What follows belongs to an exercise in optimizing a design on an open flow for small area and a short achievable clock period; a production flow would make more cautious choices.
Power is estimated from default activity; no workload was simulated.

==> inputs of job 3778 <==
Design dadda_16_16, start of the top module:
module dadda_16_16(mpd_in, mpr_in, op_out, clk);
  input clk;
  input [15:0] mpd_in, mpr_in;
  output [32:0] op_out;
  wire [17:0] ye = {2'b00, mpr_in};
  wire [7:0] e_one, e_two;
  genvar gi, gj;
  generate for (gi = 0; gi < 8; gi = gi + 1) begin : g_enc
    wire ym1 = (gi == 0) ? 1'b0 : ye[2*gi-1];
    assign e_one[gi] = ye[2*gi] ^ ym1;
    assign e_two[gi] = (ye[2*gi+1] & ~ye[2*gi] & ~ym1) | (~ye[2*gi+1] & ye[2*gi] & ym1);
  end endgenerate
  reg [15:0] x;
  reg [7:0] one, two, neg;
  reg [25:0] q0, q1;
  reg [5:0] ql;
  reg qc;
  wire carry_n = w270;
  wire [25:0] r0n, r1n;
  wire [5:0] sln;
  always @(posedge clk) begin
    x <= mpd_in;
    one <= e_one;
    two <= e_two;
    neg <= {mpr_in[15], mpr_in[13], mpr_in[11], mpr_in[9], mpr_in[7], mpr_in[5], mpr_in[3], mpr_in[1]};
    q0 <= r0n;
    q1 <= r1n;
    ql <= sln;
    qc <= ~carry_n;
  end
  wire [7:0] negn = ~neg;
  wire [16:0] ppn [0:7];
  generate for (gi = 0; gi < 8; gi = gi + 1) begin : g_pp
    for (gj = 0; gj < 17; gj = gj + 1) begin : g_ppj
      if (gj == 0) begin : g_lo
        bsel1 u_sel (.a(x[0]), .s(one[gi]), .neg(neg[gi]), .pn(ppn[gi][gj]));
      end else if (gj == 16) begin : g_hi
        bsel1 u_sel (.a(x[15]), .s(two[gi]), .neg(neg[gi]), .pn(ppn[gi][gj]));
      end else begin : g_mid
        bsel u_sel (.a(x[gj]), .b(x[gj-1]), .one(one[gi]), .two(two[gi]), .neg(neg[gi]), .pn(ppn[gi][gj]));
      end
    end
  end endgenerate
  wire [15:0] r8n;
  generate for (gj = 0; gj < 16; gj = gj + 1) begin : g_r8
    g_nand2 u_r8 (.a(x[gj]), .b(neg[7]), .y(r8n[gj]));
  end endgenerate
  wire ci1;
  wire ci2;
  wire ci3;
  wire ci4;
  wire ci5;
  wire ci6;
  wire w7;
  wire w8;
  wire w9;
  wire w10;
  wire w11;
  wire w12;
  wire w13;
  wire w14;
  wire w15;
  wire w16;
  wire w17;
  wire w18;
  wire w19;
  wire w20;
  wire w21;
  wire w22;
  wire w23;
  wire w24;
  wire w25;
  wire w26;
  wire w27;
  wire w28;
  wire w29;
  ...
==> flow/config.mk <==
export PLATFORM = sky130hd
export DESIGN_NAME = dadda_16_16
export DESIGN_NICKNAME = dadda_16_16
export VERILOG_FILES = /design/flow/design.v
export SDC_FILE = /design/flow/constraint.sdc
export NUM_CORES = 4
export LEC_CHECK = 0
export CAP_MARGIN = 20
export CORE_MARGIN = 2
export CORE_UTILIZATION = 55
export CTS_BUF_LIST = sky130_fd_sc_hd__clkbuf_4 sky130_fd_sc_hd__clkbuf_8
export SETUP_SLACK_MARGIN = 3.4
export SLEW_MARGIN = 20
export SYNTH_HIERARCHICAL = 1
==> flow/constraint.sdc <==
create_clock -name core_clock -period 7.0 [get_ports {clk}]
set_input_delay 1.4000 -clock core_clock [delete_from_list [all_inputs] [get_ports {clk}]]
set_output_delay 1.4000 -clock core_clock [all_outputs]
set_load 0.01 [all_outputs]
standard.sh (not shown) runs the stock make flow with config.mk's settings and CLKGATE_MAP_FILE= SYNTH_SCRIPT=/design/flow/synth_recipe.tcl, a recipe that flattens the netlist after the stock synthesis.
==> flow/flow/run.sh <==
#!/bin/bash
# Standard layout (the standard.sh) with two changes:
#  - after synthesis, flow/post_synth.tcl takes logic cells down to their
#    smallest drive strength (timing repair later sizes up what it needs);
#  - the port buffers are buf_1 cells (sized up by repair where needed).
set -euo pipefail
here=$(pwd)
bash standard.sh POST_SYNTH_TCL=$here/flow/post_synth.tcl \
  "BUFFER_PORTS_ARGS=-buffer_cell sky130_fd_sc_hd__buf_1" finish > $here/standard_flow.log 2>&1
==> flow/flow/post_synth.tcl <==
# After synthesis: take every logic cell down to the smallest drive strength
# of its own kind and drop the buffers synthesis inserted; timing repair in the
# later steps sizes up what the critical paths need.
set n_resized 0
foreach inst [get_cells *] {
  set master [get_property $inst ref_name]
  if {![regexp {^(sky130_fd_sc_hd__[a-z0-9]+)_([0-9]+)$} $master -> base size]} { continue }
  if {[regexp {__(df|dl|sdf|edf|conb|tap|fill|decap|clk)} $base]} { continue }
  set best ""
  set best_area 1e9
  foreach s {0 1 2 4} {
    set lc [get_lib_cells -quiet */${base}_$s]
    if {$lc eq ""} { continue }
    if {[get_property $lc dont_use]} { continue }
    set a [get_property $lc area]
    if {$a < $best_area} { set best_area $a; set best [get_name $lc] }
  }
  if {$best ne "" && $best ne $master} {
    replace_cell $inst $best
    incr n_resized
  }
}
puts "post_synth: resized $n_resized cells"
remove_buffers
==> job 3964 (differences from job 3778) <==
--- a/flow/config.mk
+++ b/flow/config.mk
@@ -8,5 +8,5 @@
 export CAP_MARGIN = 20
 export CORE_MARGIN = 2
-export CORE_UTILIZATION = 55
+export CORE_UTILIZATION = 70
 export CTS_BUF_LIST = sky130_fd_sc_hd__clkbuf_4 sky130_fd_sc_hd__clkbuf_8
 export SETUP_SLACK_MARGIN = 3.4
==> summary.md <==
| Metric | Value |
|---|---|
| Run status | `complete, no violations` |
| Clk slew on worst S/H paths | `100 ps` |
| Met2 Wirelength | `9515 µm` |
| Nets | `1014` |
| Post-route insts no fill | `1012` |
| Clk_skew | `14.52 ps` |
| Int Pwr | `2.106 mW` |
| Final-layout clock-cell area share | `2.196%` |
| Worst setup slack after placement | `3156 ps` |
| Sw Pwr | `1.746 mW` |
| Combinational share of power | `64.6%` |
| CP endpoint | `op_out[29]` |
| Fillers | `775` |
| FF-to-FF End | `q1[14]` |
| Fmax | `0.2838 GHz` |
| Final worst-path setup slack | `3477 ps` |
| Arrival time at the worst endpoint | `2120 ps` |
| Post-CTS setup buffer count | `2` |
The numbers above come from job 3964.

==> summary.md <==
| Metric | Value |
|---|---|
| Clk_skew | `20.00 ps` |
| Clk slew on worst S/H paths | `110 ps` |
| Final-layout clock-cell area share | `1.902%` |
| Run status | `complete, no violations` |
| Fmax | `0.2781 GHz` |
| CTS tree | `done` |
| Sw Pwr | `1.739 mW` |
| Pwr Total | `3.826 mW` |
| CP endpoint | `op_out[23]` |
| FF-to-FF End | `q1[9]` |
| FF-to-FF path depth | `7` |
| Int Pwr | `2.086 mW` |
| Slew headroom | `53.87%` |
| Nets | `1017` |
| Met2 Wirelength | `10130 µm` |
| Final setup viols | `0` |
| Final worst-path setup slack | `3404 ps` |
| Met3 usage | `5.092%` |
| Family with the most delay on the worst path | `buffers and inverters` |
| Fillers | `1243` |
The numbers above come from job 3778.

No run of this note included a check of the RTL's function; only the layout flow was run.

static timing again, ports no longer ideal:
The flow's constraints put no driver on any port. The routed layouts listed below were extracted and timed again, unchanged, in two steps. Step 1 assumes that a clkbuf_16 drives the clock port and a buf_2 every other input. Step 2 times the ports against the registers' clock, not the clock port: input delays grow and output delays shrink by t, the midpoint of the rising clock arrivals with the driver on. Slacks: no drivers / after step 1 / after step 2; pairs: no drivers / after step 1.
run | t, ns | setup WS [ns] | hold slack, ns | clock arrival spread, ns | worst slew at a driven data input, ns
job 3778 | 0.428 | 3.404 / 3.366 / 3.562 | 0.811 / 0.811 / 0.811 | 0.020 / 0.020 | 0.04
job 3964 | 0.419 | 3.477 / 3.442 / 3.520 | 0.823 / 0.823 / 0.823 | 0.017 / 0.017 | 0.04
After both steps every run listed still meets setup and hold.
